This design comes from an exercise in tuning for small area on the open sky130 flow, not from production work. Function was checked by simulation only, so behaviour that the tests miss may differ from the original. Power figures rest on the tool's default switching activity, not on a simulated workload.

## design/flow/design.v

```verilog
module adc(
    input              sck,
    input              rst,
    input              ws,
    input              run,       
    input        [3:0] sd,
    input              flag_in,
    output             flag_out,
    output reg  [95:0] data       
);
    localparam [4:0] S0      = 5'b00000;
    localparam [4:0] S_FULL  = 5'b01001;    
    localparam [4:0] S_VALID = 5'b10011;    
    reg  [4:0] st;
    reg [95:0] sreg;
    wire full  = (st == S_FULL);
    wire valid = (st == S_VALID);
    wire load  = ws & full;
    wire [4:0] step = {st[3:0], ~(st[4] ^ st[2])};
    assign flag_out = valid;
    always @(posedge sck or posedge rst) begin
        if (rst) begin
            st   <= S0;
            data <= 96'd0;
        end else begin
            if (valid)
                st <= flag_in ? S0 : S_VALID;
            else if (full)
                st <= ws ? S_VALID : S_FULL;
            else
                st <= (ws || !run) ? S0 : step;
            if (load)
                data <= sreg;
        end
    end
    integer i;
    always @(posedge sck) begin
        if (!full)
            for (i = 0; i < 4; i = i + 1)
                sreg[24*i +: 24] <= {sreg[24*i +: 23], sd[i]};
    end
endmodule
module mux(
    input               clk,
    input               rst,
    input               start,
    input               S_AXIS_tready,
    input        [95:0] data_a,      
    input        [95:0] data_b,      
    input               flag_a_in,
    input               flag_b_in,
    output reg   [95:0] tdata,
    output              S_AXIS_tvalid,
    output              S_AXIS_tlast,
    output              flag_a_out,
    output              flag_b_out,
    output              run
);
    localparam [2:0] NEVER   = 3'b000;
    localparam [2:0] IDLE    = 3'b001;
    localparam [2:0] IDLE_L  = 3'b010;
    localparam [2:0] CHECK_0 = 3'b011;
    localparam [2:0] CHECK   = 3'b100;
    localparam [2:0] T1_0    = 3'b101;
    localparam [2:0] T1      = 3'b111;
    localparam [2:0] T2      = 3'b110;
    reg [2:0] state;
    wire in_t1 = (state == T1_0) || (state == T1);
    wire in_t2 = (state == T2);
    assign run           = (state != NEVER);
    assign flag_a_out    = (state == CHECK) || (state == T1_0);
    assign flag_b_out    = state[2];
    assign S_AXIS_tvalid = (state == IDLE_L) || (state == T1) || (state == T2);
    assign S_AXIS_tlast  = (state == IDLE_L);
    reg [2:0] state_nx;
    always @(*) begin
        case (state)
            NEVER, IDLE, IDLE_L:
                state_nx = start ? CHECK_0 : (state == NEVER ? NEVER : IDLE);
            CHECK_0, CHECK:
                state_nx = (S_AXIS_tready && flag_a_in) ? T1_0 : CHECK;
            T1_0, T1:
                state_nx = (S_AXIS_tready && flag_b_in) ? T2 : T1;
            default:
                state_nx = IDLE_L;
        endcase
    end
    reg keep_t;
    always @(posedge clk or posedge rst) begin
        if (rst) begin
            state  <= NEVER;
            keep_t <= 1'b1;
            tdata  <= 96'd0;
        end else begin
            state  <= state_nx;
            keep_t <= !(state_nx == T1_0 || state_nx == T1 || state_nx == T2);
            tdata  <= ({96{in_t1}} & data_a) | ({96{in_t2}} & data_b) |
                      ({96{keep_t}} & tdata);
        end
    end
endmodule
module wrapper(
  input sck,
  input ws,
  input rst,
  input start,
  input S_AXIS_tready,
  input [7:0]sd,
  output   [7:0] flag_mux_to_adc_debug,
  output   [7:0] flag_adc_to_mux_debug,
  output [127:0] S_AXIS_tdata,
  output         S_AXIS_tvalid,
  output         S_AXIS_tlast,
  output [255:0] data_debug
);
  wire [95:0] data_a, data_b, tdata;
  wire        valid_a, valid_b, ready_a, ready_b, run;
  adc u_adc_a (
    .sck(sck), .rst(rst), .ws(ws), .run(run), .sd(sd[3:0]),
    .flag_in(ready_a), .flag_out(valid_a), .data(data_a)
  );
  adc u_adc_b (
    .sck(sck), .rst(rst), .ws(ws), .run(run), .sd(sd[7:4]),
    .flag_in(ready_b), .flag_out(valid_b), .data(data_b)
  );
  mux m0 (
    .clk(sck), .rst(rst), .start(start), .S_AXIS_tready(S_AXIS_tready),
    .data_a(data_a), .data_b(data_b),
    .flag_a_in(valid_a), .flag_b_in(valid_b),
    .tdata(tdata), .S_AXIS_tvalid(S_AXIS_tvalid), .S_AXIS_tlast(S_AXIS_tlast),
    .flag_a_out(ready_a), .flag_b_out(ready_b), .run(run)
  );
  assign flag_mux_to_adc_debug = {{4{ready_b}}, {4{ready_a}}};
  assign flag_adc_to_mux_debug = {{4{valid_b}}, {4{valid_a}}};
  genvar i;
  generate
    for (i = 0; i < 4; i = i + 1) begin : g_out
      assign data_debug[32*i +: 32]      = {data_a[24*i +: 24], 8'h00};
      assign data_debug[32*(i+4) +: 32]  = {data_b[24*i +: 24], 8'h00};
      assign S_AXIS_tdata[32*i +: 32]    = {tdata[24*i +: 24], 8'h00};
    end
  endgenerate
endmodule
```

## design/flow/flow/synth.tcl

```tcl
# The standard flow's synthesis script (synth_recipe.tcl) with one change: ABC maps the
# logic with an area-oriented script (flow/abc_area.script) instead of
# ORFS's speed script. Flip-flops are mapped before ABC runs, so the
# registers, their names and cell types are those of the standard synthesis.
proc synth {args} { yosys synth -nofsm -noshare {*}$args }
proc abc {args} {
  set i [lsearch -exact $args -script]
  if { $i >= 0 } {
    lset args [expr {$i + 1}] $::env(FLOW_ABC_SCRIPT)
  }
  yosys abc {*}$args
}
source $::env(SCRIPTS_DIR)/synth.tcl
# left out here: clear keep_hierarchy, flatten, clean up, hide names made inside functions, write 1_2_yosys.v
```

## design/flow/flow/run.sh

```bash
#!/bin/bash
# The standard layout (standard.sh) with these changes:
#  - synthesis maps logic with an area-oriented ABC script (flow/synth.tcl);
#    flip-flops are mapped exactly as in the standard synthesis
#  - every port gets the smallest buffer, buf_1
#  - clock tree synthesis: larger sink clusters, clkbuf_4/clkbuf_8, no
#    dummy loads
#  - constant outputs share one tie cell (no tie fanout repair)
# Each tool's output goes to a log of its own in this folder.
set -euo pipefail
here=$(pwd)
export FLOW_ABC_SCRIPT=$here/flow/abc_area.script
export BUFFER_PORTS_ARGS="-buffer_cell sky130_fd_sc_hd__buf_1"
export CTS_ARGS="-sink_clustering_enable -repair_clock_nets -dont_use_dummy_load -sink_clustering_size 10 -sink_clustering_max_diameter 40 -buf_list {sky130_fd_sc_hd__clkbuf_4}"
export SKIP_REPAIR_TIE_FANOUT=1
sed "s#SYNTH_SCRIPT=[^ ]*#SYNTH_SCRIPT=$here/flow/synth.tcl#" standard.sh > flow_standard.sh
grep -q "SYNTH_SCRIPT=$here/flow/synth.tcl" flow_standard.sh
bash flow_standard.sh > standard.log 2>&1
```

## design/flow/flow/abc_area.script

```
strash
dch -f
amap -m -F 4 -A 8
topo
strash
dch -f
amap -m -F 4 -A 8
topo
```

## design/flow/standard.sh

```bash
#!/bin/bash
# synth_recipe.tcl (not shown) runs the flow's synth.tcl, then flattens the netlist and writes it again
# the make line also repeats each setting of config.mk as NAME=value (left out here)
make -C /OpenROAD-flow-scripts/flow DESIGN_CONFIG=/design/flow/config.mk WORK_HOME=/design/flow/orfs CLKGATE_MAP_FILE= SYNTH_SCRIPT=/design/flow/synth_recipe.tcl "${@:-finish}"
```

## design/flow/constraint.sdc

```tcl
create_clock -name core_clock -period 5.0 [get_ports {sck}]
set_input_delay 1.0000 -clock core_clock [delete_from_list [all_inputs] [get_ports {sck}]]
set_output_delay 1.0000 -clock core_clock [all_outputs]
set_load 0.01 [all_outputs]
```

## design/flow/config.mk

```make
export PLATFORM = sky130hd
export DESIGN_NAME = wrapper
export DESIGN_NICKNAME = wrapper
export VERILOG_FILES = /design/flow/design.v
export SDC_FILE = /design/flow/constraint.sdc
export NUM_CORES = 4
export LEC_CHECK = 0
export CAP_MARGIN = 20
export CORE_MARGIN = 2
export CORE_UTILIZATION = 40
export SLEW_MARGIN = 20
```

==> results of run 1 <==
[path summary, 6_finish.rpt]
| path | from | to | slack [ns] | cells after the start |
|---|---|---|---|---|
| max | u_adc_a.st[3] | flag_adc_to_mux_debug[2] | 1.86 | 4 |
| min | u_adc_a.sreg[59] | u_adc_a.data[59] | 0.41 | 1 |
| max reg2reg | u_adc_a.st[2] | u_adc_a.data[58] | 1.88 | 8 |
| min reg2reg | u_adc_a.sreg[59] | u_adc_a.data[59] | 0.41 | 1 |
| max in group asynchronous | rst | m0.tdata[4] | 3.43 | 3 |
| min in group asynchronous | rst | u_adc_b.data[66] | 0.43 | 2 |
[layout by cell type, fill, tap and decap left out, types with 7 or more instances in the layout]
cell and instances:
buf_1 318, dfrtp_1 301, a22o_1 192, edfxtp_1 192, clkinv_1 109, a222oi_1 96
clkbuf_4 73, buf_4 11, nor3_1 7
[per-stage QoR]
stage,power [mW],setup slack (ns)
4_1_cts,12.3,1.72
2_1_floorplan,8.77,0.00267
3_5_place_dp,10.4,1.91
3_3_place_gp,10.3,2.02
6_report,12.2,1.86
5_1_grt,13.0,1.61
[layer usage]
layer | track usage (%) | vias up
met5 | 0 | -
met4 | 5.69 | 0
met3 | 4.27 | 71
met2 | 25.3 | 444
met1 | 27.2 | 5453
li1 | - | 4602
[state kept, by name (all words and copies together), names as in the netlist]
| signal | count |
|---|---|
| u_adc_b.st | 5 |
| m0.tdata | 96 |
| u_adc_a.st | 5 |
| u_adc_b.data | 96 |
| m0.keep_t | 1 |
| u_adc_a.data | 96 |
| u_adc_b.sreg | 96 |
| m0.state | 3 |
| u_adc_a.sreg | 96 |
[critical path: cells and delay by family, from the launching register on]
| kind | cells | cell delay, ns |
|---|---|---|
| buf+inv | 2 | 0.28 |
| flops | 1 | 0.37 |
| simple gates | 2 | 0.75 |
[cells by family (layout without fill, tap and decap cells)]
kind of cell / Yosys count / in the layout / synth area share [%]
AO/OA/AOI/OAI: 310 / 310 / 15.9
other: 1 / 2 / 0.0215
buffers and inverters: 226 / 518 / 7.26
flip-flops: 494 / 494 / 76.3
AND/OR/NAND/NOR: 21 / 21 / 0.537
[cell type report]
type / count / share of cell area (%)
Sequential cell: 494 / 69.1
Clock buffer: 73 / 2.84
Inverter: 114 / 2.35
Timing Repair Buffer: 331 / 6.78
Antenna cell: 1 / 0.0130
Tap cell: 585 / 3.80
Multi-Input combinational cell: 332 / 15.1
[power groups by stage]
stage	Sequential (mW)	Clock (mW)	Combinational, mW
after floorplan	7.35	0	1.42
after global placement	7.35	0	2.90
after detailed placement	7.39	0	2.97
after CTS	7.33	2.03	2.97
after global routing	7.53	2.20	3.24
final	7.33	1.93	2.91
==> qor.csv, run 1 <==
metric,value,unit
Yosys top cell area share,43.1,%
crit-path max FO,8,
dpl hpwl,24500,um
Yosys cell types,19,
Pint,7.79,mW
largest net degree at the start of global routing,165,
post-synth net total,1065,
first-pass GRT wire length,62200,um
IO Count,415,
antenna-violating nets left,0,
PwrDens,632,mW/mm^2
Tmin final,3.14,ns
layout cells sized above 1,7.14,%
FP Rows,76,
hold_buf cts,0,
metal2 WL,17900,um
sequential share of the synthesized area,76.3,%
P_leak,8.12,nW
"Slew Viols, Final",0,
Synth Warn #,2,
vias post-DR,10600,
gr ovfl total,0,
syn avg cell area,16.6,um^2
Avg WL per Cell,21.2,um
number of flops mapped to enable cells by yosys,192,
worst slew pin tran,1.06,ns
worst hold path class,reg2reg,
period utilization,62.9,%
cells taking the most area after synthesis,"dfrtp_1 (43%), edfxtp_1 (33%), a22o_1 (9.6%)",
Placeable Area,0.0431,mm^2
hold slack,0.407,ns
CTS HTree Levels,3,
"Cell Area, Synth",0.0175,mm^2
setup TNS,0,ns
area delta synth->final,10.4,%
worst-case clock buffer depth,3,
vias in the first global route,10100,
WL met3,3100,um
Logic pwr share,23.9,%
critical path cell sequence,clkinv_1 -> nand3_1 -> nor3_1 -> buf_1,
GPL Wtd Cong,0.774,
final setup skew,0.0791,ns
critical path startpoint category,register,
Die Area,0.0454,mm^2
total track usage,17.9,%
total CTS buffers,73,
CP Class,reg2out,
Critical Path Max Stage Delay,0.67,ns
status,"complete, no violations",
dpl cells,1856,
Port Buffer Count,318,
drt pass-1 iters,8,
clock share of power,15.9,%
most common cell in the netlist,dfrtp_1,
Util after Layout,44.8,%
endpoints failing hold,0,
CTS tree,yes,
asr flop ratio synth,61.1,%
slowest CP cell,nor3_1,
Synth Flop Type,dfrtp_1,
clock sink count,494,
Max Fclk,0.318,GHz
Fillers,3854,
Net Sw Frac,36.1,%
die height,213,um
initial drt markers,1141,
Slew Limit Headroom,29.5,%
RSZ-0062 raised after global routing,false,
M1 wire length,19000,um
WP data required,4.00,ns
fin area,0.0193,mm^2
Clock Tree Root,clkbuf_4,
Clock Latency Late Sink,0.77,ns
Synth Instances,1052,
DR top layer,met4,
Synth Register Bits,494,
Initial Util,40.6,%
Die W,213,um
Placed Area,0.0187,mm^2
switching power total,4.39,mW
Flop pwr share,60.2,%
non-filler cells in the finished layout,1930,
Post-synth top cells,"dfrtp_1 (301), a22o_1 (192), edfxtp_1 (192)",
area of the multi-input gates,0.00291,mm^2
MaxCap Viol Count,0,
maximum VDD drop,0.302,mV
final net count,1359,
# Post-CTS Setup Buffers,0,
Setup-failing EPs final,0,
biggest area consumer among synthesized cells,dfrtp_1,
Reg area,0.0133,mm^2
drt total wl,40900,um
Vias/cell,5.48,
initial antenna violation count,1,
clk slew on worst S/H paths,0.10,ns
crit end category,primary output,
DRC Markers,0,
post_cts resized,0,
Worst EP arrival,2.14,ns
==> inputs of run 2 (changes only) <==
--- a/design/flow/config.mk
+++ b/design/flow/config.mk
@@ -7,5 +7,5 @@
 export LEC_CHECK = 0
 export CAP_MARGIN = 20
 export CORE_MARGIN = 2
-export CORE_UTILIZATION = 40
+export CORE_UTILIZATION = 70
 export SLEW_MARGIN = 20
==> run 2 against run 1 <==
Compared with the run above: clock-buffer cell count is 16 lower; clock power is 12% lower; hold slack better by 0.015 ns; first-iteration DRC count is 37% higher; critical path depth is 1 lower.
==> qor.csv, run 2 <==
metric,value,unit,change
largest net degree at the start of global routing,184,,was 165
R2R Setup Slk,1.90,ns,was 1.88 ns
post-synth net total,1065,,unchanged
PwrDens,637,mW/mm^2,was 632 mW/mm^2
Synth Flop Type,dfrtp_1,,unchanged
CP Class,reg2out,,unchanged
CTS HTree Levels,2,,was 3
Pint,7.63,mW,was 7.79 mW
hold_buf cts,0,,unchanged
P_leak,8.04,nW,was 8.12 nW
switching power total,4.35,mW,was 4.39 mW
Flop pwr share,61.1,%,was 60.2%
Logic pwr share,24.7,%,was 23.9%
antenna-violating nets left,0,,unchanged
"Cell Area, Synth",0.0175,mm^2,unchanged
Yosys top cell area share,43.1,%,unchanged
status,"complete, no violations",,unchanged
most common cell in the netlist,dfrtp_1,,unchanged
DRC Markers,0,,unchanged
GPL Wtd Cong,0.785,,was 0.774
critical path startpoint category,register,,unchanged
vias post-DR,10800,,was 10600
maximum VDD drop,0.593,mV,was 0.302 mV
Net Sw Frac,36.3,%,was 36.1%
RSZ-0062 raised after global routing,false,,unchanged
Worst Setup SP,u_adc_b.st[4],,was u_adc_a.st[3]
die height,162,um,was 213 um
Port Buffer Count,318,,unchanged
Tmin final,3.14,ns,about the same
Critical Path Max Stage Delay,0.67,ns,about the same
period utilization,62.7,%,was 62.9%
dpl hpwl,23900,um,was 24500 um
worst path bufs/invs,2,,unchanged
non-filler cells in the finished layout,1653,,was 1930
# Post-CTS Setup Buffers,0,,unchanged
FP Rows,57,,was 76
CTS tree,yes,,unchanged
total CTS buffers,57,,was 73
Placeable Area,0.0244,mm^2,was 0.0431 mm^2
setup TNS,0,ns,unchanged
"commonest non-fill, non-tap cells in the layout","buf_1 (318), dfrtp_1 (301), a22o_1 (192), edfxtp_1 (192), clkinv_1 (109)",,unchanged
critical path cell sequence,clkinv_1 -> nor3_1 -> buf_1,,was clkinv_1 -> nand3_1 -> nor3_1 -> buf_1
endpoints failing hold,0,,unchanged
Synth Warn #,2,,unchanged
sequential share of the synthesized area,76.3,%,unchanged
clock sink count,494,,unchanged
Synth Instances,1052,,unchanged
worst hold path class,in2async,,was reg2reg
Yosys cell types,19,,unchanged
Slew Limit Headroom,30.6,%,was 29.5%
Clock Tree Root,clkbuf_4,,unchanged
area delta synth->final,7.79,%,was 10.4%
Avg WL per Cell,23.5,um,was 21.2 um
"CP delay by family, top",simple AND/OR/NAND/NOR gates,,unchanged
gr ovfl total,0,,unchanged
IO Count,415,,unchanged
slowest CP cell,nor3_1,,unchanged
initial antenna violation count,1,,unchanged
Initial Util,71.6,%,was 40.6%
WP data required,4.00,ns,about the same
asr flop ratio synth,61.1,%,unchanged
clock share of power,14.2,%,was 15.9%
Util after Layout,77.2,%,was 44.8%
biggest area consumer among synthesized cells,dfrtp_1,,unchanged
clk slew on worst S/H paths,0.11,ns,was 0.10 ns
"Slew Viols, Final",0,,unchanged
Clock Latency Late Sink,0.73,ns,was 0.77 ns
worst r2r src,u_adc_a.st[2],,unchanged
"most common cell after layout, fill and taps aside",buf_1,,unchanged
syn avg cell area,16.6,um^2,unchanged
crit-path max FO,8,,unchanged
Fillers,1482,,was 3854
Max Fclk,0.319,GHz,was 0.318 GHz
Post-synth top cells,"dfrtp_1 (301), a22o_1 (192), edfxtp_1 (192)",,unchanged
total track usage,29.7,%,was 17.9%
Die Area,0.0262,mm^2,was 0.0454 mm^2
drt pass-1 iters,6,,was 8
Worst EP arrival,2.14,ns,about the same
MaxCap Viol Count,0,,unchanged
post_cts resized,0,,unchanged
worst-case clock buffer depth,3,,unchanged
Setup-failing EPs final,0,,unchanged
initial drt markers,1559,,was 1141
final net count,1343,,was 1359
dpl cells,1595,,was 1856
vias in the first global route,10200,,was 10100
drt total wl,38800,um,was 40900 um
hold slack,0.422,ns,was 0.407 ns
Die W,162,um,was 213 um
cells taking the most area after synthesis,"dfrtp_1 (43%), edfxtp_1 (33%), a22o_1 (9.6%)",,unchanged
Synth Register Bits,494,,unchanged
Vias/cell,6.52,,was 5.48
final setup skew,0.0567,ns,was 0.0791 ns
number of flops mapped to enable cells by yosys,192,,unchanged
worst slew pin tran,1.04,ns,was 1.06 ns
layout cells sized above 1,6.02,%,was 7.14%
first-pass GRT wire length,60100,um,was 62200 um
crit end category,primary output,,unchanged
[run 2: cell types whose count changed in the layout (fill, tap and decap cells not counted)]
cell and change:
inv_6 -1, inv_4 -1, clkinv_2 +2, clkbuf_4 -16
[run 2: cell type report]
class                           instances  area (um^2)  area share [%]
Antenna cell                            1         2.50          0.0133
Clock buffer                           57          428            2.27
Inverter                              114          448            2.38
Multi-Input combinational cell        332         2910            15.5
Sequential cell                       494        13300            70.8
Tap cell                              324          405            2.15
Timing Repair Buffer                  331         1310            6.94
[run 2: routing by layer]
metal | vias to the layer above | part of all wire [%] | global-route usage (%)
li1 | 4544 | - | -
met4 | 0 | 2.6 | 8.89
met5 | - | 0 | 0
met1 | 5606 | 39 | 43.3
met2 | 563 | 50 | 47.0
met3 | 61 | 8.2 | 5.69
[run 2: power by group through the flow]
stage,logic (mW),clock network [mW],registers [mW]
finish,2.96,1.70,7.32
global placement,2.89,0,7.31
detailed placement,3.02,0,7.35
CTS,3.01,1.74,7.30
global route,3.25,1.89,7.50
floorplan,1.42,0,7.35
[run 2: worst paths after layout]
path                                            end  cells past startpoint
min                                 u_adc_b.data[8]                      2
max                        flag_adc_to_mux_debug[6]                      3
min in group core_clock            u_adc_a.sreg[24]                      1
max reg2reg                        u_adc_a.data[55]                      8
min reg2reg                        u_adc_a.sreg[78]                      0
max in group asynchronous              m0.tdata[56]                      3
[run 2: kinds of logic (layout without fill, tap and decap cells)]
kind of cell	Yosys count	in the layout	synth area share, %
other	1	2	0.0215
AND/OR/NAND/NOR	21	21	0.537
flip-flops	494	494	76.3
AO/OA/AOI/OAI	310	310	15.9
buffers and inverters	226	502	7.26
[run 2: through the flow]
stage | area (um^2) | total power, mW | setup WS, ns
6_report | 18800 | 12.0 | 1.86
4_1_cts | 18800 | 12.0 | 1.85
5_1_grt | 18800 | 12.6 | 1.65
3_5_place_dp | 18400 | 10.4 | 1.90
2_1_floorplan | 17500 | 8.77 | 0.00267
3_3_place_gp | 18400 | 10.2 | 1.93
[run 2: worst reg2reg max path, stage by stage, from the launching register on]
cell and delay (ns):
dfrtp_1 0.41, clkinv_1 0.08, nand3_1 0.08, nor3_1 0.37
inv_4 0.33, nor2_4 0.22, clkinv_2 0.62, buf_4 0.59
a22o_1 0.28
==> inputs of run 3 (changes only) <==
--- a/design/flow/flow/run.sh
+++ b/design/flow/flow/run.sh
@@ -3,7 +3,7 @@
 #  - synthesis maps logic with an area-oriented ABC script (flow/synth.tcl);
 #    flip-flops are mapped exactly as in the standard synthesis
 #  - every port gets the smallest buffer, buf_1
-#  - clock tree synthesis: larger sink clusters, clkbuf_4/clkbuf_8, no
+#  - clock tree synthesis: larger sink clusters, clkbuf_4, no
 #    dummy loads
 #  - constant outputs share one tie cell (no tie fanout repair)
 # Each tool's output goes to a log of its own in this folder.
--- a/design/flow/config.mk
+++ b/design/flow/config.mk
@@ -8,4 +8,5 @@
 export CAP_MARGIN = 20
 export CORE_MARGIN = 2
 export CORE_UTILIZATION = 70
+export GPL_TIMING_DRIVEN = 0
 export SLEW_MARGIN = 20
==> run 3 against run 2 <==
Compared with the run above: clock power barely moved; highest routed layer unchanged; via count rose by 4.4%; critical path type is now reg2reg; clock-buffer cell count fell by 1; synthesized cell count did not move; clock skew rose by 0.0072 ns; critical endpoint is now u_adc_a.data[29].
==> qor.csv, run 3 <==
metric,value,unit,change
status,"complete, no violations",,unchanged
Initial Util,71.6,%,unchanged
DRC Markers,0,,unchanged
Synth Flop Type,dfrtp_1,,unchanged
Slew Limit Headroom,31.4,%,was 30.6%
cells taking the most area after synthesis,"dfrtp_1 (43%), edfxtp_1 (33%), a22o_1 (9.6%)",,unchanged
Net Sw Frac,36.1,%,was 36.3%
WP data required,5.56,ns,was 4.00 ns
Fillers,1322,,was 1482
first-pass GRT wire length,62200,um,was 60100 um
critical path startpoint category,register,,unchanged
FP Rows,57,,unchanged
largest net degree at the start of global routing,134,,was 184
final net count,1463,,was 1343
dpl hpwl,26600,um,was 23900 um
Util after Layout,82.3,%,was 77.2%
Reg area,0.0133,mm^2,unchanged
GPL Wtd Cong,0.764,,was 0.785
antenna-violating nets left,0,,unchanged
Worst EP arrival,3.97,ns,was 2.14 ns
Die W,162,um,unchanged
gr ovfl total,0,,unchanged
Die Area,0.0262,mm^2,unchanged
Clock Latency Late Sink,0.71,ns,was 0.73 ns
Vias/cell,6.34,,was 6.52
crit end category,register,,was primary output
PwrDens,609,mW/mm^2,was 637 mW/mm^2
vias post-DR,11200,,was 10800
asr flop ratio synth,61.1,%,unchanged
final setup skew,0.0639,ns,was 0.0567 ns
switching power total,4.41,mW,was 4.35 mW
Port Buffer Count,318,,unchanged
Flop pwr share,59.2,%,was 61.1%
initial drt markers,1674,,was 1559
"Cell Area, Synth",0.0175,mm^2,unchanged
"Slew Viols, Final",0,,unchanged
area delta synth->final,14.9,%,was 7.79%
syn avg cell area,16.6,um^2,unchanged
Placed Area,0.0197,mm^2,was 0.0184 mm^2
CTS HTree Levels,2,,unchanged
Clock Tree Root,clkbuf_4,,unchanged
total power,12.2,mW,was 12.0 mW
initial antenna violation count,1,,unchanged
Post-synth top cells,"dfrtp_1 (301), a22o_1 (192), edfxtp_1 (192)",,unchanged
FF-to-FF path depth,10,,was 8
MaxCap Viol Count,0,,unchanged
Yosys cell types,19,,unchanged
biggest area consumer among synthesized cells,dfrtp_1,,unchanged
Pint,7.81,mW,was 7.63 mW
worst-case clock buffer depth,3,,unchanged
clock share of power,13.7,%,was 14.2%
Yosys top cell area share,43.1,%,unchanged
total CTS buffers,56,,was 57
Logic pwr share,27.1,%,was 24.7%
P_leak,8.82,nW,was 8.04 nW
drt total wl,40500,um,was 38800 um
area of the multi-input gates,0.00291,mm^2,unchanged
metal2 WL,20100,um,was 19400 um
clock sink count,494,,unchanged
post-synth net total,1065,,unchanged
CP Class,reg2reg,,was reg2out
IO Count,415,,unchanged
most common cell in the netlist,dfrtp_1,,unchanged
hold_buf cts,0,,unchanged
maximum VDD drop,0.641,mV,was 0.593 mV
drt pass-1 iters,6,,unchanged
number of flops mapped to enable cells by yosys,192,,unchanged
vias in the first global route,10800,,was 10200
worst slew pin tran,1.02,ns,was 1.04 ns
sequential share of the synthesized area,76.3,%,unchanged
post_cts resized,0,,unchanged
Synth Register Bits,494,,unchanged
M1 wire length,15500,um,was 15200 um
Avg WL per Cell,22.8,um,was 23.5 um
WL met3,3760,um,was 3170 um
die height,162,um,unchanged
total track usage,30.5,%,was 29.7%
layout cells sized above 1,13.8,%,was 6.02%
Tmin final,3.40,ns,was 3.14 ns
period utilization,68.1,%,was 62.7%
CTS tree,yes,,unchanged
Synth Warn #,2,,unchanged
# Post-CTS Setup Buffers,0,,unchanged
"most common cell after layout, fill and taps aside",buf_1,,unchanged
DR top layer,met4,,unchanged
crit-path max FO,51,,was 8
"commonest non-fill, non-tap cells in the layout","buf_1 (318), dfrtp_1 (301), a22o_1 (192), edfxtp_1 (192), buf_4 (112)",,"was buf_1 (318), dfrtp_1 (301), a22o_1 (192), edfxtp_1 (192), clkinv_1 (109)"
setup TNS,0,ns,unchanged
RSZ-0062 raised after global routing,false,,unchanged
Max Fclk,0.294,GHz,was 0.319 GHz
clk slew on worst S/H paths,0.11,ns,about the same
Setup-failing EPs final,0,,unchanged
worst hold path class,in2async,,unchanged
fin area,0.0201,mm^2,was 0.0188 mm^2
Placeable Area,0.0244,mm^2,unchanged
endpoints failing hold,0,,unchanged
Synth Instances,1052,,unchanged
run 3: area by class of cell:
cell class,instances,share of cell area (%)
Sequential cell,494,66.4
Tap cell,324,2.02
Antenna cell,1,0.0125
Buffer,112,4.19
Multi-Input combinational cell,332,14.5
Inverter,114,2.29
Timing Repair Buffer,340,8.52
Clock buffer,56,2.09
run 3: power by group through the flow:
stage | Combinational [mW] | Clock, mW | Sequential, mW
finish | 3.31 | 1.68 | 7.24
global route | 3.59 | 1.89 | 7.39
CTS | 3.35 | 1.72 | 7.20
detailed placement | 3.34 | 0 | 7.26
global placement | 3.01 | 0 | 7.26
floorplan | 1.42 | 0 | 7.35
run 3: worst max-delay path, cell delays in order (launching register included):
cell,delay [ns]
dfrtp_1,0.40
clkinv_1,0.08
nand3_1,0.07
nor3_1,0.38
clkinv_4,0.53
nor2_4,0.51
buf_16,0.23
buf_16,0.17
clkinv_4,0.32
buf_16,0.34
a22o_1,0.23
run 3: path summary, 6_finish.rpt:
kind | startpoint | to | slack, ns
hold / removal | rst | m0.tdata[48] | 0.27
min in group core_clock | u_adc_a.sreg[40] | u_adc_a.sreg[41] | 0.43
hold reg to reg | u_adc_a.sreg[40] | u_adc_a.sreg[41] | 0.43
max in group asynchronous | rst | u_adc_a.data[4] | 3.78
setup reg to reg | u_adc_a.st[2] | u_adc_a.data[29] | 1.60
setup / recovery | u_adc_a.st[2] | u_adc_a.data[29] | 1.60
run 3: metrics by stage:
step	instances	hold WS (ns)	worst slack, ns
4_1_cts	1772	0.231	1.55
5_1_grt	1773	0.231	1.42
3_5_place_dp	1716	0.434	1.55
6_report	1773	0.274	1.60
3_3_place_gp	1694	0.429	-2.70
2_1_floorplan	1052	0.427	0.00267
run 3: logic make-up (layout without fill, tap and decap cells):
logic type / count (synthesis) / in the layout / share of synthesized area (%)
other cells: 1 / 2 / 0.0215
flops: 494 / 494 / 76.3
compound gates: 310 / 310 / 15.9
simple gates: 21 / 21 / 0.537
buf+inv: 226 / 622 / 7.26
run 3: metal layers:
layer,vias up,GRT usage [%]
met4,0,9.57
met5,-,0
met2,663,48.2
met1,5705,44.7
li1,4802,-
met3,75,5.59
==> inputs of run 4 (changes only) <==
--- a/design/flow/config.mk
+++ b/design/flow/config.mk
@@ -8,5 +8,6 @@
 export CAP_MARGIN = 20
 export CORE_MARGIN = 2
 export CORE_UTILIZATION = 70
+export GPL_ROUTABILITY_DRIVEN = 0
 export GPL_TIMING_DRIVEN = 0
 export SLEW_MARGIN = 20
==> run 4 against run 3 <==
Compared with the run above: clock-buffer cell count unchanged; design area unchanged; routed wire length unchanged; synthesized cell count unchanged; die area unchanged; worst setup slack unchanged; non-clock buffer count unchanged; sequential share of layout area unchanged; global-route usage unchanged; cell count unchanged; core utilization unchanged; highest routed layer unchanged.
==> qor.csv, run 4 <==
metric,value,unit,change
hold_buf cts,0,,unchanged
R2R Setup Slk,1.60,ns,about the same
final setup skew,0.0639,ns,unchanged
sequential share of the synthesized area,76.3,%,unchanged
gr ovfl total,0,,unchanged
most common cell in the netlist,dfrtp_1,,unchanged
dpl hpwl,26600,um,unchanged
Pint,7.81,mW,unchanged
initial drt markers,1674,,unchanged
Flop pwr share,59.2,%,about the same
post_cts resized,0,,unchanged
CP Class,reg2reg,,unchanged
Compound-Gate Fraction of Synth Area,15.9,%,unchanged
Port Buffer Count,318,,unchanged
crit-path max FO,51,,unchanged
WP data required,5.56,ns,about the same
asr flop ratio synth,61.1,%,unchanged
Synth Warn #,2,,unchanged
vias post-DR,11200,,unchanged
clk slew on worst S/H paths,0.11,ns,about the same
PwrDens,609,mW/mm^2,unchanged
clock share of power,13.7,%,about the same
critical path cell sequence,clkinv_1 -> nand3_1 -> nor3_1 -> clkinv_4 -> nor2_4 -> buf_16 -> buf_16 -> clkinv_4 -> buf_16 -> a22o_1,,unchanged
first-pass GRT wire length,62200,um,unchanged
Net Sw Frac,36.1,%,unchanged
MaxCap Viol Count,0,,unchanged
Die Area,0.0262,mm^2,unchanged
layout cells sized above 1,13.8,%,unchanged
maximum VDD drop,0.641,mV,unchanged
setup TNS,0,ns,unchanged
worst-case clock buffer depth,3,,unchanged
switching power total,4.41,mW,unchanged
largest net degree at the start of global routing,134,,unchanged
CTS HTree Levels,2,,unchanged
post-synthesis xor/xnor area fraction,0,%,unchanged
Slew Limit Headroom,31.4,%,unchanged
period utilization,68.1,%,unchanged
final net count,1463,,unchanged
Clock Latency Late Sink,0.71,ns,about the same
endpoints failing hold,0,,unchanged
worst path bufs/invs,6,,unchanged
slowest CP cell,clkinv_4,,unchanged
status,"complete, no violations",,unchanged
Clock Tree Root,clkbuf_4,,unchanged
cell mode on critical path,buf_16,,unchanged
"commonest non-fill, non-tap cells in the layout","buf_1 (318), dfrtp_1 (301), a22o_1 (192), edfxtp_1 (192), buf_4 (112)",,unchanged
worst slew pin tran,1.02,ns,unchanged
total CTS buffers,56,,unchanged
adder-cell share of the synthesized area,0,%,unchanged
DRC Markers,0,,unchanged
Placeable Area,0.0244,mm^2,unchanged
initial antenna violation count,1,,unchanged
Post-synth top cells,"dfrtp_1 (301), a22o_1 (192), edfxtp_1 (192)",,unchanged
Worst EP arrival,3.97,ns,about the same
crit end category,register,,unchanged
# Post-CTS Setup Buffers,0,,unchanged
Logic pwr share,27.1,%,about the same
worst hold path class,in2async,,unchanged
Setup-failing EPs final,0,,unchanged
"Slew Viols, Final",0,,unchanged
CTS tree,yes,,unchanged
total track usage,30.5,%,unchanged
worst r2r src,u_adc_a.st[2],,unchanged
vias in the first global route,10800,,unchanged
Max Fclk,0.294,GHz,unchanged
Worst Setup SP,u_adc_a.st[2],,unchanged
P_leak,8.82,nW,unchanged
cells taking the most area after synthesis,"dfrtp_1 (43%), edfxtp_1 (33%), a22o_1 (9.6%)",,unchanged
Simple-Gate Fraction of Synth Area,0.537,%,unchanged
post-synthesis mux area share,0,%,unchanged
biggest area consumer among synthesized cells,dfrtp_1,,unchanged
die height,162,um,unchanged
Tmin final,3.40,ns,unchanged
area delta synth->final,14.9,%,unchanged
clock sink count,494,,unchanged
Synth Instances,1052,,unchanged
Synth Register Bits,494,,unchanged
Synth Flop Type,dfrtp_1,,unchanged
number of flops mapped to enable cells by yosys,192,,unchanged
"CP delay by family, top",buffers and inverters,,unchanged
Initial Util,71.6,%,unchanged
setup ws final,1.60,ns,unchanged
largest family of logic cells by synthesized area,compound AO/OA/AOI/OAI gates,,unchanged
RSZ-0062 raised after global routing,false,,unchanged
post-synth net total,1065,,unchanged
Critical Path Max Stage Delay,0.53,ns,about the same
"Cell Area, Synth",0.0175,mm^2,unchanged
drt total wl,40500,um,unchanged
Die W,162,um,unchanged
drt pass-1 iters,6,,unchanged
Vias/cell,6.34,,unchanged
Setup WS pre-CTS,1.55,ns,unchanged
Avg WL per Cell,22.8,um,unchanged
critical path startpoint category,register,,unchanged
FP Rows,57,,unchanged
"most common cell after layout, fill and taps aside",buf_1,,unchanged
syn avg cell area,16.6,um^2,unchanged
antenna-violating nets left,0,,unchanged
IO Count,415,,unchanged
Yosys top cell area share,43.1,%,unchanged
Yosys cell types,19,,unchanged
[run 4: cell counts after synthesis]
Identical to the previous run, type by type.
[run 4: logic make-up after synthesis]
logic type      Yosys count
compound gates          310
other cells               1
buf+inv                 226
simple gates             21
flops                   494
[run 4: power by group through the flow]
| stage | Clock, mW | Sequential [mW] | Combinational [mW] |
|---|---|---|---|
| after global placement | 0 | 7.26 | 3.01 |
| after detailed placement | 0 | 7.26 | 3.34 |
| after floorplan | 0 | 7.35 | 1.42 |
| after global routing | 1.89 | 7.39 | 3.59 |
| after CTS | 1.72 | 7.20 | 3.35 |
| final | 1.68 | 7.24 | 3.31 |
[run 4: worst paths after layout]
kind | cells past startpoint | endpoint
max | 10 | u_adc_a.data[29]
min | 2 | m0.tdata[48]
max reg2reg | 10 | u_adc_a.data[29]
min reg2reg | 0 | u_adc_a.sreg[41]
max in group asynchronous | 3 | u_adc_a.data[4]
min in group core_clock | 0 | u_adc_a.sreg[41]
[run 4: area by class of cell]
| cell class | count | area (um^2) |
|---|---|---|
| well taps | 324 | 405 |
| plain buffers | 112 | 841 |
| inverters | 114 | 460 |
| flip-flops and latches | 494 | 13300 |
| diodes | 1 | 2.50 |
| fillers | 1322 | 4310 |
| repair buffers | 340 | 1710 |
| clock buffers | 56 | 420 |
| multi-input cells | 332 | 2910 |
[run 4: metrics by stage]
| step | cell area (um^2) | hold slack, ns | power (mW) | instances | utilization (%) |
|---|---|---|---|---|---|
| global route | 20100 | 0.231 | 12.9 | 1773 | 82.3 |
| CTS | 20100 | 0.231 | 12.3 | 1772 | 82.3 |
| detailed placement | 19700 | 0.434 | 10.6 | 1716 | 80.6 |
| floorplan | 17500 | 0.427 | 8.77 | 1052 | - |
| finish | 20100 | 0.274 | 12.2 | 1773 | 82.3 |
| global placement | 19100 | 0.429 | 10.3 | 1694 | 78.3 |
[run 4: metal layers]
| layer | routed length [um] | up-vias | global-route usage, % |
|---|---|---|---|
| met1 | 15500 | 5705 | 44.7 |
| li1 | - | 4802 | - |
| met3 | 3760 | 75 | 5.59 |
| met2 | 20100 | 663 | 48.2 |
| met5 | 0 | - | 0 |
| met4 | 1120 | 0 | 9.57 |
==> inputs of run 5 (changes only) <==
==> design/flow/flow/run.sh (replaced) <==
#!/bin/bash
# The standard layout (standard.sh) with these changes:
#  - synthesis maps logic with an area-oriented ABC script (flow/synth.tcl);
#    flip-flops are mapped exactly as in the standard synthesis
#  - every port gets the smallest buffer, buf_1
#  - clock tree synthesis: larger sink clusters, clkbuf_4/clkbuf_8, no
#    dummy loads
#  - constant outputs share one tie cell (no tie fanout repair)
# Each tool's output goes to a log of its own in this folder.
set -euo pipefail
here=$(pwd)
export FLOW_ABC_SCRIPT=$here/flow/abc_area.script
export BUFFER_PORTS_ARGS="-buffer_cell sky130_fd_sc_hd__buf_1"
export CTS_ARGS="-sink_clustering_enable -repair_clock_nets -dont_use_dummy_load -sink_clustering_size 20 -sink_clustering_max_diameter 40 -buf_list {sky130_fd_sc_hd__clkbuf_8}"
export SKIP_REPAIR_TIE_FANOUT=1
sed "s#SYNTH_SCRIPT=[^ ]*#SYNTH_SCRIPT=$here/flow/synth.tcl#" standard.sh > flow_standard.sh
grep -q "SYNTH_SCRIPT=$here/flow/synth.tcl" flow_standard.sh
bash flow_standard.sh > standard.log 2>&1
--- a/design/flow/config.mk
+++ b/design/flow/config.mk
@@ -8,6 +8,4 @@
 export CAP_MARGIN = 20
 export CORE_MARGIN = 2
 export CORE_UTILIZATION = 70
-export GPL_ROUTABILITY_DRIVEN = 0
-export GPL_TIMING_DRIVEN = 0
 export SLEW_MARGIN = 20
==> run 5 against run 4 <==
Compared with the run above: die area unchanged; area after synthesis unchanged; cell count decreased by 7.5%; maximum frequency increased by 9.3%; sequential power increased by 1%; sequential share of layout area increased by 3.7 points; clock skew decreased by 0.010 ns; via count decreased by 5.1%; worst setup slack improved by 0.29 ns; core utilization decreased by 4.4 points; largest cell class unchanged.
==> qor.csv, run 5 <==
metric,value,unit,change
status,"complete, no violations",,unchanged
post_cts resized,0,,unchanged
Setup-failing EPs final,0,,unchanged
Yosys top cell area share,43.1,%,unchanged
largest family of logic cells by synthesized area,compound AO/OA/AOI/OAI gates,,unchanged
dpl hpwl,23900,um,was 26600 um
HP Start,u_adc_a.sreg[4],,
Initial Util,71.6,%,unchanged
Max Fclk,0.321,GHz,was 0.294 GHz
P_leak,8.10,nW,was 8.82 nW
Net Sw Frac,35.4,%,was 36.1%
FF-to-FF End,u_adc_b.data[82],,was u_adc_a.data[29]
RSZ-0062 raised after global routing,false,,unchanged
clk slew on worst S/H paths,0.10,ns,was 0.11 ns
period utilization,62.3,%,was 68.1%
Logic pwr share,24.1,%,was 27.1%
clock share of power,16.1,%,was 13.7%
antenna-violating nets left,0,,unchanged
asr flop ratio synth,61.1,%,unchanged
vias in the first global route,10200,,was 10800
final setup skew,0.0540,ns,was 0.0639 ns
Clock Latency Late Sink,0.58,ns,was 0.71 ns
first-pass GRT wire length,59700,um,was 62200 um
Yosys cell types,19,,unchanged
IO Count,415,,unchanged
area delta synth->final,8.87,%,was 14.9%
DR top layer,met4,,unchanged
Die W,162,um,unchanged
R2R Setup Slk,1.89,ns,was 1.60 ns
dpl cells,1595,,was 1716
worst slew pin tran,1.05,ns,was 1.02 ns
"Cell Area, Synth",0.0175,mm^2,unchanged
Clock Tree Root,clkbuf_8,,was clkbuf_4
total power,12.3,mW,was 12.2 mW
WL met3,3010,um,was 3760 um
gr ovfl total,0,,unchanged
Synth Warn #,2,,unchanged
critical path startpoint category,register,,unchanged
drt total wl,38600,um,was 40500 um
sequential share of the synthesized area,76.3,%,unchanged
number of flops mapped to enable cells by yosys,192,,unchanged
endpoints failing hold,0,,unchanged
initial antenna violation count,0,,was 1
Port Buffer Count,318,,unchanged
Synth Register Bits,494,,unchanged
Post-synth top cells,"dfrtp_1 (301), a22o_1 (192), edfxtp_1 (192)",,unchanged
syn avg cell area,16.6,um^2,unchanged
initial drt markers,1301,,was 1674
Placeable Area,0.0244,mm^2,unchanged
post-synthesis xor/xnor area fraction,0,%,unchanged
vias post-DR,10700,,was 11200
total CTS buffers,45,,was 56
PwrDens,645,mW/mm^2,was 609 mW/mm^2
CTS tree,yes,,unchanged
CTS HTree Levels,2,,unchanged
maximum VDD drop,0.592,mV,was 0.641 mV
worst-case clock buffer depth,3,,unchanged
Worst Hold End,u_adc_a.sreg[5],,
Synth Instances,1052,,unchanged
final net count,1331,,was 1463
hold slack,0.408,ns,was 0.274 ns
metal2 WL,19100,um,was 20100 um
Vias/cell,6.51,,was 6.34
clock sink count,494,,unchanged
Fillers,1454,,was 1322
most common cell in the netlist,dfrtp_1,,unchanged
total track usage,29.5,%,was 30.5%
setup ws final,1.89,ns,was 1.60 ns
Slew Limit Headroom,30.2,%,was 31.4%
hold_buf cts,0,,unchanged
crit end category,register,,unchanged
setup TNS,0,ns,unchanged
FF-to-FF path depth,8,,was 10
Setup WS pre-CTS,1.90,ns,was 1.55 ns
WP data required,5.41,ns,was 5.56 ns
non-filler cells in the finished layout,1640,,was 1773
die height,162,um,unchanged
Flop pwr share,59.7,%,was 59.2%
CP Class,reg2reg,,unchanged
adder-cell share of the synthesized area,0,%,unchanged
"commonest non-fill, non-tap cells in the layout","buf_1 (318), dfrtp_1 (301), a22o_1 (192), edfxtp_1 (192), clkinv_1 (109)",,"was buf_1 (318), dfrtp_1 (301), a22o_1 (192), edfxtp_1 (192), buf_4 (112)"
Compound-Gate Fraction of Synth Area,15.9,%,unchanged
Inserted Diodes,0,,was 1
worst hold path class,reg2reg,,was in2async
post-synthesis mux area share,0,%,unchanged
"Slew Viols, Final",0,,unchanged
MaxCap Viol Count,0,,unchanged
layout cells sized above 1,5.17,%,was 13.8%
drt pass-1 iters,8,,was 6
crit-path max FO,53,,was 51
worst r2r src,u_adc_b.st[2],,was u_adc_a.st[2]
M1 wire length,15300,um,was 15500 um
Tmin final,3.11,ns,was 3.40 ns
largest net degree at the start of global routing,184,,was 134
Synth Flop Type,dfrtp_1,,unchanged
biggest area consumer among synthesized cells,dfrtp_1,,unchanged
area of the multi-input gates,0.00291,mm^2,unchanged
Pint,7.92,mW,was 7.81 mW
"most common cell after layout, fill and taps aside",buf_1,,unchanged
Hold Crit Depth,0,,
Die Area,0.0262,mm^2,unchanged
GPL Wtd Cong,0.785,,
Reg area,0.0133,mm^2,unchanged
switching power total,4.35,mW,was 4.41 mW
post-synth net total,1065,,unchanged
Avg WL per Cell,23.5,um,was 22.8 um
Simple-Gate Fraction of Synth Area,0.537,%,unchanged
FP Rows,57,,unchanged
DRC Markers,0,,unchanged
Worst EP arrival,3.52,ns,was 3.97 ns
# Post-CTS Setup Buffers,0,,unchanged
cells taking the most area after synthesis,"dfrtp_1 (43%), edfxtp_1 (33%), a22o_1 (9.6%)",,unchanged
==> run 5: changes by cell type in the layout (fill, tap and decap cells not counted), sizes merged <==
cell    delta
buf      -121
clkinv     -2
inv        +2
clkbuf    -11
diode      -1
==> run 5: worst max-delay path, stage by stage, from the launching register on <==
cell      delay, ns
dfrtp_1        0.41
clkinv_1       0.09
nand3_1        0.08
nor3_1         0.35
inv_4          0.34
nor2_4         0.21
clkinv_2       0.61
buf_4          0.55
a22o_1         0.28
==> run 5: power by group through the flow <==
| stage | registers [mW] | clock network, mW | logic, mW |
|---|---|---|---|
| finish | 7.33 | 1.98 | 2.96 |
| global route | 7.51 | 2.16 | 3.26 |
| CTS | 7.31 | 2.03 | 3.01 |
| detailed placement | 7.35 | 0 | 3.02 |
| global placement | 7.31 | 0 | 2.89 |
| floorplan | 7.35 | 0 | 1.42 |
==> run 5: cell families (layout without fill, tap and decap cells) <==
| family | count (synthesis) | count (layout) |
|---|---|---|
| DFF | 494 | 494 |
| AOI/OAI and AO/OA | 310 | 310 |
| buffers and inverters | 226 | 490 |
| and+or+nand+nor | 21 | 21 |
| other | 1 | 1 |
==> run 5: metal layers <==
metal,track usage (%),up-vias
met5,0,-
met4,9.09,0
met3,5.41,82
met2,46.8,524
met1,43.1,5560
li1,-,4506
==> run 5: worst max path at each step <==
stage | start | endpoint | depth (start not counted)
after global routing | u_adc_a.st[2] | u_adc_a.data[81] | 8
final | u_adc_b.st[2] | u_adc_b.data[82] | 8
after CTS | u_adc_a.st[2] | u_adc_a.data[55] | 8
after detailed placement | u_adc_a.st[2] | u_adc_a.data[50] | 8
after floorplan | u_adc_b.st[2] | u_adc_b.data[0] | 7
after global placement | ws | u_adc_a.data[74] | 6
==> run 5: area by class of cell <==
class                   instances  area share [%]
flip-flops and latches        494            70.1
clock buffers                  45            3.26
inverters                     114            2.36
multi-input cells             332            15.3
repair buffers                331            6.87
well taps                     324            2.13
==> run 5: through the flow <==
| step | instance area (um^2) | util, % |
|---|---|---|
| 6_report | 19000 | 78.0 |
| 3_5_place_dp | 18400 | 75.4 |
| 5_1_grt | 19000 | 78.0 |
| 3_3_place_gp | 18400 | 75.4 |
| 4_1_cts | 19000 | 78.0 |
| 2_1_floorplan | 17500 | - |
==> inputs of run 6 (changes only) <==
--- a/design/flow/flow/run.sh
+++ b/design/flow/flow/run.sh
@@ -11,7 +11,7 @@
 here=$(pwd)
 export FLOW_ABC_SCRIPT=$here/flow/abc_area.script
 export BUFFER_PORTS_ARGS="-buffer_cell sky130_fd_sc_hd__buf_1"
-export CTS_ARGS="-sink_clustering_enable -repair_clock_nets -dont_use_dummy_load -sink_clustering_size 20 -sink_clustering_max_diameter 40 -buf_list {sky130_fd_sc_hd__clkbuf_8}"
+export CTS_ARGS="-sink_clustering_enable -repair_clock_nets -dont_use_dummy_load -sink_clustering_size 10 -sink_clustering_max_diameter 25 -buf_list {sky130_fd_sc_hd__clkbuf_4}"
 export SKIP_REPAIR_TIE_FANOUT=1
 sed "s#SYNTH_SCRIPT=[^ ]*#SYNTH_SCRIPT=$here/flow/synth.tcl#" standard.sh > flow_standard.sh
 grep -q "SYNTH_SCRIPT=$here/flow/synth.tcl" flow_standard.sh
==> run 6 against run 5 <==
Compared with the run above: highest routed layer unchanged; register-to-register slack improved by 0.03 ns; synthesized cell count did not move; clock power grew 8%; cell count rose by 3.3%; via count increased by 2.5%; still clean; design area increased by 0.63%; worst setup slack better by 0.028 ns.
==> qor.csv, run 6 <==
metric,value,unit,change
Critical Path Max Stage Delay,0.69,ns,was 0.61 ns
vias post-DR,10900,,was 10700
critical path startpoint category,register,,unchanged
worst-case clock buffer depth,3,,unchanged
largest net degree at the start of global routing,184,,unchanged
RSZ-0062 raised after global routing,false,,unchanged
Slew Limit Headroom,30.0,%,was 30.2%
"CP delay by family, top",simple AND/OR/NAND/NOR gates,,was buffers and inverters
Clock Tree Root,clkbuf_4,,was clkbuf_8
Yosys cell types,19,,unchanged
Synth Flop Type,dfrtp_1,,unchanged
initial antenna violation count,1,,was 0
PwrDens,651,mW/mm^2,was 645 mW/mm^2
syn avg cell area,16.6,um^2,unchanged
clock sink count,494,,unchanged
IO Count,415,,unchanged
CTS tree,yes,,unchanged
status,"complete, no violations",,unchanged
hold_buf cts,0,,unchanged
"Cell Area, Synth",0.0175,mm^2,unchanged
P_leak,8.23,nW,was 8.10 nW
CTS HTree Levels,3,,was 2
FP Rows,57,,unchanged
MaxCap Viol Count,0,,unchanged
period utilization,61.7,%,was 62.3%
endpoints failing hold,0,,unchanged
layout cells sized above 1,8.84,%,was 5.17%
drt pass-1 iters,6,,was 8
cells taking the most area after synthesis,"dfrtp_1 (43%), edfxtp_1 (33%), a22o_1 (9.6%)",,unchanged
most common cell in the netlist,dfrtp_1,,unchanged
final net count,1384,,was 1331
vias in the first global route,10700,,was 10200
initial drt markers,1420,,was 1301
first-pass GRT wire length,60800,um,was 59700 um
number of flops mapped to enable cells by yosys,192,,unchanged
Synth Register Bits,494,,unchanged
dpl hpwl,23900,um,unchanged
# Post-CTS Setup Buffers,0,,unchanged
biggest area consumer among synthesized cells,dfrtp_1,,unchanged
post_cts resized,0,,unchanged
crit end category,primary output,,was register
"most common cell after layout, fill and taps aside",buf_1,,unchanged
slowest CP cell,nor3_1,,was clkinv_2
drt total wl,39100,um,was 38600 um
worst hold path class,reg2reg,,unchanged
"commonest non-fill, non-tap cells in the layout","buf_1 (318), dfrtp_1 (301), a22o_1 (192), edfxtp_1 (192), clkinv_1 (109)",,unchanged
WP data required,4.00,ns,was 5.41 ns
Die W,162,um,unchanged
clk slew on worst S/H paths,0.08,ns,was 0.10 ns
asr flop ratio synth,61.1,%,unchanged
area delta synth->final,9.55,%,was 8.87%
Vias/cell,6.46,,was 6.51
antenna-violating nets left,0,,unchanged
Yosys top cell area share,43.1,%,unchanged
setup TNS,0,ns,unchanged
Die Area,0.0262,mm^2,unchanged
sequential share of the synthesized area,76.3,%,unchanged
gr ovfl total,0,,unchanged
DRC Markers,0,,unchanged
Synth Instances,1052,,unchanged
total CTS buffers,98,,was 45
maximum VDD drop,0.595,mV,was 0.592 mV
Clock Latency Late Sink,0.70,ns,was 0.58 ns
"Slew Viols, Final",0,,unchanged
die height,162,um,unchanged
crit-path max FO,8,,was 53
post-synth net total,1065,,unchanged
worst slew pin tran,1.05,ns,about the same
Setup-failing EPs final,0,,unchanged
Tmin final,3.09,ns,was 3.11 ns
Initial Util,71.6,%,unchanged
Util after Layout,78.5,%,was 78.0%
final setup skew,0.108,ns,was 0.0540 ns
CP Class,reg2out,,was reg2reg
Avg WL per Cell,23.1,um,was 23.5 um
total track usage,30.0,%,was 29.5%
worst path bufs/invs,2,,was 4
Port Buffer Count,318,,unchanged
Post-synth top cells,"dfrtp_1 (301), a22o_1 (192), edfxtp_1 (192)",,unchanged
Synth Warn #,2,,unchanged
critical path cell sequence,clkinv_1 -> nor3_1 -> buf_1,,was clkinv_1 -> nand3_1 -> nor3_1 -> inv_4 -> nor2_4 -> clkinv_2 -> buf_4 -> a22o_1
Worst EP arrival,2.09,ns,was 3.52 ns
Placeable Area,0.0244,mm^2,unchanged
Max Fclk,0.324,GHz,was 0.321 GHz
GPL Wtd Cong,0.785,,unchanged
## run 6: changes by cell type in the layout (fill, tap and decap cells not counted), sizes merged
cell    before  now
clkbuf      45   98
diode        0    1
## run 6: routing by layer
layer,GRT usage [%],wire [um]
met1,42.7,15400
met2,47.2,19500
met3,7.18,3300
met4,10.1,846
met5,0,0
## run 6: stage by stage
stage / std cells / power [mW] / hold slack, ns / cell area, um^2 / worst slack [ns]
floorplan: 1052 / 8.77 / 0.427 / 17500 / 0.00267
global placement: 1595 / 10.2 / 0.429 / 18400 / 1.93
detailed placement: 1595 / 10.4 / 0.434 / 18400 / 1.90
CTS: 1693 / 12.5 / 0.389 / 19100 / 1.88
global route: 1694 / 13.2 / 0.401 / 19100 / 1.69
finish: 1694 / 12.4 / 0.398 / 19100 / 1.91
## run 6: worst reg2reg max path, delay by kind of cell, from the launching register on
kind            cells  cell delay (ns)
buf+inv             4             1.61
simple gates        3             0.68
flops               1             0.40
compound gates      1             0.27
## run 6: where the power goes
part	switching (mW)	total, mW	internal, mW
sequential	1.42	7.34	5.93
combinational	1.77	2.96	1.20
clock	1.25	2.14	0.892
total	4.43	12.4	8.02
## run 6: final timing paths
check                                 start                        to  slack [ns]  cells after the start
setup / recovery              u_adc_b.st[4]  flag_adc_to_mux_debug[6]        1.91                      3
hold / removal             u_adc_a.sreg[36]          u_adc_a.data[36]        0.40                      1
setup reg to reg              u_adc_a.st[2]          u_adc_a.data[53]        1.92                      8
hold reg to reg            u_adc_a.sreg[36]          u_adc_a.data[36]        0.40                      1
max in group asynchronous               rst              m0.tdata[84]        3.40                      3
min in group asynchronous               rst           u_adc_b.data[8]        0.51                      2
## run 6: logic make-up after synthesis
| kind of cell | synth area share (%) |
|---|---|
| other | 0.0215 |
| AND/OR/NAND/NOR | 0.537 |
| buffers and inverters | 7.26 |
| flip-flops | 76.3 |
| AO/OA/AOI/OAI | 15.9 |
## run 6: final cells by class
class / count / area [um^2]
clock buffers: 98 / 736
inverters: 114 / 448
flip-flops and latches: 494 / 13300
well taps: 324 / 405
repair buffers: 331 / 1310
multi-input cells: 332 / 2910
fillers: 1462 / 5250
diodes: 1 / 2.50

what the ideal ports hide:
The results above use ideal ports. As a check the final layouts listed here were re-extracted and re-timed, cells and wires unchanged. Step 1 (the two cells are an assumption about what drives the block):
set clk [get_ports {sck}]
set_driving_cell -lib_cell sky130_fd_sc_hd__clkbuf_16 $clk
set_driving_cell -lib_cell sky130_fd_sc_hd__buf_2 [delete_from_list [all_inputs] $clk]
Step 2 times the ports against the registers' clock, not the clock port: input delays grow and output delays shrink by t, the midpoint of the rising clock arrivals with the driver on. a / b / c = ideal / step 1 / step 2; a / b = the first two.
run | t, ns | slack for setup (ns) | clock arrival spread, ns
run 1 | 0.768 | 1.857 / 1.810 / 1.874 | 0.096 / 0.096
run 2 | 0.750 | 1.863 / 1.818 / 1.886 | 0.057 / 0.057
run 3 | 0.728 | 1.596 / 1.596 / 1.596 | 0.064 / 0.064
run 4 | 0.728 | 1.596 / 1.596 / 1.596 | 0.064 / 0.064
run 5 | 0.597 | 1.886 / 1.886 / 1.867 | 0.063 / 0.063
run 6 | 0.700 | 1.914 / 1.868 / 1.912 | 0.115 / 0.116
After both steps setup and hold are still met in every run listed. For run 5, which loses most, drivers alone change the setup slack by 0.000 ns; drivers and shift together by -0.019 ns.
